This design comes from an exercise in tuning for small area and a short achievable clock period on the open sky130 flow, not from production work.
In this exercise RTL edits were held to simulation tests only and were not proved equivalent to the original.
Power figures rest on the tool's default switching activity, not on a simulated workload.

==> flow/design.v, too long to show whole: its modules and the start of the top module <==
// module top_32bit: 143 lines
// module opmux: 4 lines
// module mulfront: 1048 lines
// module csaback: 197 lines
// module cpa32: 728 lines
// module nd2: 3 lines
// module nr2: 3 lines
// module xn2: 3 lines
// module iv: 3 lines
// module aoi21: 3 lines
// module oai21: 3 lines
// module ltcmp: 256 lines
// module benc: 5 lines
// module bsel: 3 lines
// module ao21: 3 lines
// module mj3: 3 lines
// module xo2: 3 lines
module top_32bit(
    input               clk,
    input               we,
    input               reset,
    input      [31:0]   data,
    input      [1:0]    p_sel,
    input      [31:0]   P0,
    input      [31:0]   P1,
    output     [31:0]   P0_out,
    output     [31:0]   P1_out,
    output     [31:0]   data_out
  );
  // ...
==> flow/flow/run.sh <==
#!/bin/bash
set -euo pipefail
bash standard.sh SETUP_SLACK_MARGIN=6.5 finish > layout_make.log 2>&1
==> flow/standard.sh <==
#!/bin/bash
# synth_recipe.tcl (not shown) runs the flow's synth.tcl, then flattens the netlist and writes it again
# the make line also repeats each setting of config.mk as NAME=value (left out here)
make -C /OpenROAD-flow-scripts/flow DESIGN_CONFIG=/design/flow/config.mk WORK_HOME=/design/flow/orfs CLKGATE_MAP_FILE= SYNTH_SCRIPT=/design/flow/synth_recipe.tcl "${@:-finish}"
==> flow/config.mk <==
export PLATFORM = sky130hd
export DESIGN_NAME = top_32bit
export DESIGN_NICKNAME = top_32bit
export VERILOG_FILES = /design/flow/design.v
export SDC_FILE = /design/flow/constraint.sdc
export NUM_CORES = 4
export LEC_CHECK = 0
export CAP_MARGIN = 20
export CORE_MARGIN = 2
export CORE_UTILIZATION = 60
export SLEW_MARGIN = 20
export SYNTH_HIERARCHICAL = 1
==> flow/constraint.sdc <==
create_clock -name core_clock -period 12.0 [get_ports {clk}]
set_input_delay 2.4000 -clock core_clock [delete_from_list [all_inputs] [get_ports {clk}]]
set_output_delay 2.4000 -clock core_clock [all_outputs]
set_load 0.01 [all_outputs]
==> results.yml, run 1 <==
sta:
  finClkSkew_ps: 34.7
  tns_ps: 0
cts:
  cts_resized: 281
  path_clk_slew_ps: 60
  cts_hold_buffers: 0
yosys:
  synthXorXnorAreaFrac_pct: 10.2
  syn_area_um2: 44400
  synthMuxAreaShare_pct: 6.62
  ys_seq_area_share_pct: 48.8
critical_path:
  critPathRequiredTime_ps: 9600
  cp-endpoint: "data_out[26]"
  crit_fanout: 3
  crit_type: "reg2out"
  crit_buf_inv: 1
layout:
  largest_reg_flops: 384
  nFillCells: 4843
  multi_input_area_share_pct: 43.7
  reg_top3: "mem: 384 flops, Rh: 192 flops, mid: 94 flops"
  top_register: "mem"
  final-seq-area_um2: 21700
  multi_input_comb_area_um2: 23600
  final_cell_mix: "edfxtp_1 (576), a22oi_1 (316), xor2_1 (255)"
  drive_gt1_share_pct: 27.8
power:
  seq_power_share_pct: 22.0
  p_switching_mw: 8.20
  power-top-group: "combinational cells"
placement:
  dp.cells: 4839
detailed_routing:
  viasPerCell: 6.91
  wirelength_mm: 165
  drtIter0Drc: 6133
status:
  outcome: "timing/DRC/antenna clean"
floorplanning:
  taps: 959
global_routing:
  grt-busiest-layer: "met2"
==> module top_32bit, before the edit <==
module top_32bit(
    input               clk,
    input               we,
    input               reset,
    input      [31:0]   data,
    input      [1:0]    p_sel,
    input      [31:0]   P0,
    input      [31:0]   P1,
    output     [31:0]   P0_out,
    output     [31:0]   P1_out,
    output     [31:0]   data_out
  );
  localparam [2:0] OP_ADD = 3'd0, OP_SUB = 3'd1, OP_MUL = 3'd2, OP_AND = 3'd3,
                   OP_OR  = 3'd4, OP_XOR = 3'd5, OP_LT  = 3'd6;
  reg  [4:0]  a1;
  reg         first;
  always @(posedge clk or posedge reset)
    if (reset) a1 <= 5'd0;
    else       a1 <= first ? 5'd0 : a1 + 5'd1;
  always @(posedge clk)
    first <= reset;
  wire [3:0] d_op = data[31:28];
  wire [2:0] d_rs = data[27:25];
  wire [2:0] d_rA = data[24:22];
  wire [2:0] d_rB = data[21:19];
  reg  [2:0] e_op, e_A, e_B;
  always @* begin
    e_A = d_rA;
    e_B = d_rB;
    case (d_op)
      4'b0000: e_op = OP_ADD;
      4'b0001: e_op = OP_SUB;
      4'b0010: e_op = OP_MUL;
      4'b0011: e_op = OP_AND;
      4'b0100: e_op = OP_OR;
      4'b0101: e_op = OP_XOR;
      4'b0110: begin e_op = OP_LT; e_A = d_rB; e_B = d_rA; end
      4'b0111: e_op = OP_LT;
      4'b1001: begin e_op = OP_AND; e_B = d_rA; end
      default: begin e_op = OP_XOR; e_B = d_rA; end
    endcase
  end
  wire [11:0] enc = {e_op, d_rs, e_A, e_B};
  reg  [11:0] mem [0:31];
  always @(posedge clk)
    if (we) mem[a1] <= enc;
  wire [11:0] Jn = we ? enc : mem[a1];
  wire [2:0]  jn_A = Jn[5:3];
  wire [2:0]  jn_B = Jn[2:0];
  reg  [5:0]  J;
  always @(posedge clk)
    J <= Jn[11:6];
  wire [2:0] j_op = J[5:3];
  wire [2:0] j_rs = J[2:0];
  reg  [31:0]  R0, R1;
  reg  [191:0] Rh;         
  reg  [7:2]   valid;
  reg  [2:0]   rs_cur;     
  wire [31:0]  alu;        
  wire [31:0]  alu_rf;     
  wire [31:0]  wb0 = p_sel[0] ? alu_rf : P0;
  wire [31:0]  wb1 = p_sel[1] ? alu_rf : P1;
  always @(posedge clk or posedge reset)
    if (reset) begin
      R0 <= 32'd0;
      R1 <= 32'd0;
    end else begin
      if (rs_cur == 3'd0) R0 <= wb0;
      if (rs_cur == 3'd1) R1 <= wb1;
    end
  genvar k;
  generate
    for (k = 2; k < 8; k = k + 1) begin : g_reg
      always @(posedge clk)
        if (rs_cur == k) Rh[32*(k-2) +: 32] <= alu_rf;
      always @(posedge clk or posedge reset)
        if (reset)             valid[k] <= 1'b0;
        else if (rs_cur == k)  valid[k] <= 1'b1;
    end
  endgenerate
  wire [2:0]  rs_n    = reset ? 3'd0 : j_rs;
  wire [7:0]  valid_n = reset ? 8'd0 : ({valid, 2'b00} | (8'd1 << rs_cur));
  wire [7:0]  ok_n    = valid_n | 8'b11;
  wire        fwdA_n  = (jn_A == rs_n);
  wire        fwdB_n  = (jn_B == rs_n);
  reg  [7:0]  selA, selB;
  reg         gA0, gA1, gAY, gB0, gB1, gBY;
  always @(posedge clk) begin
    selA <= fwdA_n ? 8'd0 : ((8'd1 << jn_A) & ok_n);
    selB <= fwdB_n ? 8'd0 : ((8'd1 << jn_B) & ok_n);
    gA0  <= fwdA_n & (rs_n == 3'd0);
    gA1  <= fwdA_n & (rs_n == 3'd1);
    gAY  <= fwdA_n & (rs_n[2:1] != 2'd0);
    gB0  <= fwdB_n & (rs_n == 3'd0);
    gB1  <= fwdB_n & (rs_n == 3'd1);
    gBY  <= fwdB_n & (rs_n[2:1] != 2'd0);
  end
  wire [255:0] Rall = {Rh, R1, R0};
  reg  [31:0]  A_reg, B_reg;
  integer i;
  always @* begin
    A_reg = 32'd0;
    B_reg = 32'd0;
    for (i = 0; i < 8; i = i + 1) begin
      A_reg = A_reg | ({32{selA[i]}} & Rall[32*i +: 32]);
      B_reg = B_reg | ({32{selB[i]}} & Rall[32*i +: 32]);
    end
  end
  wire [31:0] A, B;
  opmux u_opA (.alu(alu), .p0(P0), .p1(P1), .r(A_reg),
               .ga(gAY | (gA0 & p_sel[0]) | (gA1 & p_sel[1])),
               .gp0(gA0 & ~p_sel[0]), .gp1(gA1 & ~p_sel[1]), .y(A));
  opmux u_opB (.alu(alu), .p0(P0), .p1(P1), .r(B_reg),
               .ga(gBY | (gB0 & p_sel[0]) | (gB1 & p_sel[1])),
               .gp0(gB0 & ~p_sel[0]), .gp1(gB1 & ~p_sel[1]), .y(B));
  wire        nr    = ~reset;
  wire        s_mul = nr & (j_op == OP_MUL);
  wire        s_add = nr & (j_op == OP_ADD);
  wire        s_sub = nr & (j_op == OP_SUB);
  wire        s_or  = nr & (j_op == OP_OR);
  wire        s_xor = nr & (j_op == OP_XOR);
  wire        s_lt  = nr & (j_op == OP_LT);
  wire        s_and = nr & (j_op == OP_AND | j_op == 3'd7);
  wire        lt;
  ltcmp u_lt (.a(A), .b(B), .lt(lt));
  wire [31:0] ox = ({32{s_add | s_sub}} & A) | ({32{s_or}} & (A | B)) |
                   ({32{s_xor}} & (A ^ B)) | ({32{s_and}} & (A & B)) |
                   {31'd0, s_lt & lt};
  wire [31:0] oy = ({32{s_add}} & B) | ({32{s_sub}} & ~B);
  wire        ocin = s_sub;
  wire [93:0] mid_next;
  reg  [93:0] mid;
  mulfront u_front (.a(A[15:0]), .b(B[15:0]), .is_mul(s_mul), .ox(ox), .oy(oy),
                    .ocin(ocin), .m(mid_next));
  always @(posedge clk) begin
    mid    <= mid_next;
    rs_cur <= reset ? 3'd0 : j_rs;
  end
  csaback u_back (.m(mid), .s(alu), .s2(alu_rf));
  assign P0_out   = R0;
  assign P1_out   = R1;
  assign data_out = alu;
endmodule
==> module opmux, before the edit <==
module opmux(input [31:0] alu, input [31:0] p0, input [31:0] p1, input [31:0] r,
             input ga, input gp0, input gp1, output [31:0] y);
  assign y = ({32{ga}} & alu) | ({32{gp0}} & p0) | ({32{gp1}} & p1) | r;
endmodule
==> run 2, diff against run 1 <==
--- a/flow/design.v
+++ b/flow/design.v
@@ -107,12 +107,19 @@
     end
   end
   wire [31:0] A, B;
-  opmux u_opA (.alu(alu), .p0(P0), .p1(P1), .r(A_reg),
-               .ga(gAY | (gA0 & p_sel[0]) | (gA1 & p_sel[1])),
-               .gp0(gA0 & ~p_sel[0]), .gp1(gA1 & ~p_sel[1]), .y(A));
-  opmux u_opB (.alu(alu), .p0(P0), .p1(P1), .r(B_reg),
-               .ga(gBY | (gB0 & p_sel[0]) | (gB1 & p_sel[1])),
-               .gp0(gB0 & ~p_sel[0]), .gp1(gB1 & ~p_sel[1]), .y(B));
+  wire [3:0]  ga, gp0, gp1;
+  opctl u_cA0 (.g0(gA0), .g1(gA1), .gy(gAY), .p_sel(p_sel), .ga(ga[0]), .gp0(gp0[0]), .gp1(gp1[0]));
+  opctl u_cA1 (.g0(gA0), .g1(gA1), .gy(gAY), .p_sel(p_sel), .ga(ga[1]), .gp0(gp0[1]), .gp1(gp1[1]));
+  opctl u_cB0 (.g0(gB0), .g1(gB1), .gy(gBY), .p_sel(p_sel), .ga(ga[2]), .gp0(gp0[2]), .gp1(gp1[2]));
+  opctl u_cB1 (.g0(gB0), .g1(gB1), .gy(gBY), .p_sel(p_sel), .ga(ga[3]), .gp0(gp0[3]), .gp1(gp1[3]));
+  opmux u_opA0 (.alu(alu[15:0]), .p0(P0[15:0]), .p1(P1[15:0]), .r(A_reg[15:0]),
+                .ga(ga[0]), .gp0(gp0[0]), .gp1(gp1[0]), .y(A[15:0]));
+  opmux u_opA1 (.alu(alu[31:16]), .p0(P0[31:16]), .p1(P1[31:16]), .r(A_reg[31:16]),
+                .ga(ga[1]), .gp0(gp0[1]), .gp1(gp1[1]), .y(A[31:16]));
+  opmux u_opB0 (.alu(alu[15:0]), .p0(P0[15:0]), .p1(P1[15:0]), .r(B_reg[15:0]),
+                .ga(ga[2]), .gp0(gp0[2]), .gp1(gp1[2]), .y(B[15:0]));
+  opmux u_opB1 (.alu(alu[31:16]), .p0(P0[31:16]), .p1(P1[31:16]), .r(B_reg[31:16]),
+                .ga(ga[3]), .gp0(gp0[3]), .gp1(gp1[3]), .y(B[31:16]));
   wire        nr    = ~reset;
   wire        s_mul = nr & (j_op == OP_MUL);
   wire        s_add = nr & (j_op == OP_ADD);
@@ -141,9 +148,15 @@
   assign P1_out   = R1;
   assign data_out = alu;
 endmodule
-module opmux(input [31:0] alu, input [31:0] p0, input [31:0] p1, input [31:0] r,
-             input ga, input gp0, input gp1, output [31:0] y);
-  assign y = ({32{ga}} & alu) | ({32{gp0}} & p0) | ({32{gp1}} & p1) | r;
+module opmux(input [15:0] alu, input [15:0] p0, input [15:0] p1, input [15:0] r,
+             input ga, input gp0, input gp1, output [15:0] y);
+  assign y = ({16{ga}} & alu) | ({16{gp0}} & p0) | ({16{gp1}} & p1) | r;
+endmodule
+module opctl(input g0, input g1, input gy, input [1:0] p_sel,
+             output ga, output gp0, output gp1);
+  assign ga  = gy | (g0 & p_sel[0]) | (g1 & p_sel[1]);
+  assign gp0 = g0 & ~p_sel[0];
+  assign gp1 = g1 & ~p_sel[1];
 endmodule
 module mulfront(input [15:0] a, input [15:0] b, input is_mul, input [31:0] ox,
                 input [31:0] oy, input ocin, output [93:0] m);
==> run 2 against run 1 <==
Compared with the run above: still clean; largest cell class unchanged; clock power up 2%; sequential cell count stayed put; synthesized cell count is 0.42% lower; routed wire length is 2.9% lower; register-to-register slack worse by 190 ps; via count is 0.16% lower; first-iteration DRC count fell by 7.9%; global-route usage fell by 1.4 points; non-clock buffer count is 10 higher.
==> results.yml, run 2 <==
sta:
  tightest_slew_ps: 1100
  rsz0062_at_grt: "yes"
  period_minus_slack_ps: 5650
  timing_hold_violations_final: 0
  tns_ps: 0
  slew_headroom_pct: 26.6
  setup_viol: 0
  min_period_over_period_pct: 47.1
  drv_slew: 0
  max_freq_ghz: 0.177
  finClkSkew_ps: 32.5
floorplanning:
  dieArea_um2: 76800
  num_io_pins: 197
  die_y_um: 277
  start_util_pct: 60.4
  rows: 100
  dieWidth_um: 277
  core_area_um2: 74100
critical_path:
  slowest_delay_ps: 390
  crit_family: "compound AO/OA/AOI/OAI gates"
  end_kind: "primary output"
  slowest_stage: "dfxtp_1"
  crit_type: "reg2out"
  critPathRequiredTime_ps: 9600
  crit_fanout: 3
  crit_buf_inv: 3
  start_kind: "flip-flop"
  crit_chain: "xor2_2, nand2_1, o21ai_4, a21oi_4, buf_4, o21ai_4, inv_1, o21ai_4, xor2_2, dlygate4sd2_1"
  worst_ep_arrival_time_ps: 3250
  path_common_cell: "o21ai_4"
yosys:
  synth_flop_cell: "edfxtp_1"
  synthXorXnorAreaFrac_pct: 10.1
  ys_async_sr_fraction_pct: 9.65
  yosysUniqueCellTypes: 85
  synthSimpleGateAreaFrac_pct: 7.59
  yosysTopAreaCellShare_pct: 38.7
  yosysWarnings: 7
  yosys_register_bits: 777
  ys_seq_area_share_pct: 48.5
  synthTopCellsByCount: "edfxtp_1 (576), xor2_1 (319), a22oi_1 (295)"
  yosys.area.top_type: "edfxtp_1"
  synth_edf_count: 576
  synthMuxAreaShare_pct: 6.61
  synth-compound-area-share_pct: 17.7
  syn_area_um2: 44700
  synth_top_family_by_area: "compound AO/OA/AOI/OAI gates"
  postSynthCellCount: 3776
  yosys-top-cells-area: "edfxtp_1 (39%), xor2_1 (6.2%), dfxtp_1 (5.6%), a22oi_1 (5.0%), a22oi_2 (4.9%)"
  avgSynthCellArea_um2: 11.8
  synthAdderAreaFrac_pct: 4.74
  yosysMostFrequentCell: "edfxtp_1"
layout:
  final_common_cell: "edfxtp_1"
  reg_top3: "mem: 384 flops, Rh: 192 flops, mid: 94 flops"
  syn_to_final_growth_pct: 21.0
  final-seq-area_um2: 21700
  nFillCells: 4951
  largest_reg_flops: 384
  drive_gt1_share_pct: 29.4
  final_net_count: 4309
  final_util_pct: 73.1
  final_cell_mix: "edfxtp_1 (576), a22oi_1 (295), xor2_1 (257)"
  top_register: "mem"
  multi_input_comb_area_um2: 23500
status:
  outcome: "timing/DRC/antenna clean"
cts:
  path_clk_slew_ps: 70
  cts_tree: "yes"
  cts_buffer_depth: 3
  cts_root_buf: "clkbuf_16"
  cts_made_buffers: 81
  cts_hold_buffers: 0
  cts.sinks: 777
  clk_latency_ps: 660
  htreeDepth: 3
power:
  power_mw: 15.8
  leakage_nw: 20.2
  p_per_area_nw_per_um2: 292
  p_switching_mw: 7.07
  p_comb_share_pct: 59.7
  intPower_mw: 8.73
  seq_power_share_pct: 23.7
  clkPwrFrac_pct: 16.5
  sw_frac_of_total_pct: 44.7
  vdd_drop_max_v: 0.000243
detailed_routing:
  ant_nets: 0
  wire_per_inst_um: 30.9
  dr.pass1.iters: 9
  drtIter0Drc: 5651
  vias: 35800
  wirelength_mm: 160
  drc: 0
  viasPerCell: 6.92
global_routing:
  grt_max_degree: 58
  grt_overflow: 0
  grt_pass1_vias: 34600
  antenna_found_initial: 4
  grt_pass1_wl_mm: 225
  grt_use_total_pct: 39.9
placement:
  place_congestion: 0.985
  portBuffers: 177
  hpwlAfterDp_mm: 98.3
run:
  drv_cap: 0
worst_hold_path:
  holdCritPathClass: "reg2reg"
run 2: repair_timing:
item,CTS,global route
setup buffers,143,49
cloned,4,4
pin swaps,92,84
resized for setup,291,162
setup endpoints to repair,117,61
run 2: worst paths after layout:
| check | to | depth (start not counted) | slack, ps | start |
|---|---|---|---|---|
| setup / recovery | data_out[23] | 10 | 6350 | mid[8] |
| hold / removal | valid[4] | 1 | 480 | valid[4] |
| setup reg to reg | mid[50] | 24 | 6910 | mid[16] |
| hold reg to reg | valid[4] | 1 | 480 | valid[4] |
| max in group asynchronous | R0[9] | 3 | 8010 | reset |
| min in group asynchronous | a1[1] | 2 | 2600 | reset |
run 2: cell families after synthesis:
family | Yosys count
xor+xnor | 514
buf+inv | 391
fa+ha+maj | 180
compound gates | 989
other cells | 1
flops | 777
simple gates | 736
mux | 188
run 2: layer usage:
layer | vias up | part of all wire, % | global-route usage (%)
met5 | - | 0 | 0
met2 | 2877 | 43 | 57.8
met3 | 586 | 15 | 10.6
li1 | 14700 | - | -
met1 | 17600 | 38 | 57.2
met4 | 0 | 4.5 | 16.1
run 2: per-module statistics from Yosys, one instance, submodules excluded, a selection:
module     flops+latches  cells inside  cell area, um^2
bsel                   0             2             21.3
ltcmp                  0            32              120
mulfront               0            72              439
iv                     0             1             3.75
ao21                   0             1             7.51
nd2                    0             1             3.75
benc                   0             5             38.8
csaback                0             3             18.8
aoi21                  0             1             8.76
opctl                  0             3             25.0
xn2                    0             1             8.76
top_32bit            777          2184            32500
mj3                    0             1             11.3
oai21                  0             1             5.00
cpa32                  0             2             15.0
run 2: stage by stage:
step                setup slack (ps)  instances  area [um^2]  hold WS, ps
global placement                4340       4821        47500          455
detailed placement              4290       4821        47500          458
floorplan                       6410       3823        45300          430
CTS                             6340       5118        53000          475
global route                    6300       5173        54100          489
finish                          6350       5175        54100          478
run 2: area by class of cell:
type	instances	share of cell area (%)
Multi-Input combinational cell	2659	43.4
Sequential cell	777	40.1
Timing Repair Buffer	466	8.02
Clock buffer	104	4.06
Tap cell	969	2.24
Inverter	150	1.04
Clock inverter	46	1.04
Antenna cell	4	0.0185
run 2: power groups by stage:
stage | sequential [mW] | combinational (mW) | clock [mW]
global route | 3.77 | 9.90 | 2.73
floorplan | 3.65 | 5.67 | 0
finish | 3.75 | 9.44 | 2.61
global placement | 3.75 | 7.62 | 0
detailed placement | 3.77 | 7.80 | 0
CTS | 3.73 | 8.71 | 2.62
run 2: worst register-to-register path, delay by kind of cell, from the launching register on:
family          cells  cell delay [ps]
fa+ha+maj           2              730
compound gates      8             1330
simple gates        3              610
flops               1              340
xor+xnor            6             1190
buf+inv             5              790

==> what the ideal ports hide <==
No port has a modelled driver above. Below, the same layouts with a new extraction and two added sets of constraints.
Step 1: set_driving_cell puts a clkbuf_16 on clk and a buf_2 on each other input, an assumption about the parent block.
Step 2 adds t to the input delays and takes it off the output delays; t is the mean of the earliest and latest rising clock arrival at the registers after step 1. Input paths then give back, and output paths get back, about the clock's delay inside the block.
Three values: ideal, step 1, step 2; two values: the first two.
run | t (ns) | setup slack, ns | clock arrival spread, ns | slew at the worst register clock pin (ns)
run 1 | 0.708 | 6.186 / 6.119 / 5.776 | 0.035 / 0.035 | 0.08 / 0.08
run 2 | 0.710 | 6.349 / 6.280 / 5.842 | 0.033 / 0.032 | 0.07 / 0.07
After both steps every run listed still meets setup and hold. For run 2, which loses most, drivers alone change the setup slack by -0.069 ns; drivers and shift together by -0.507 ns.
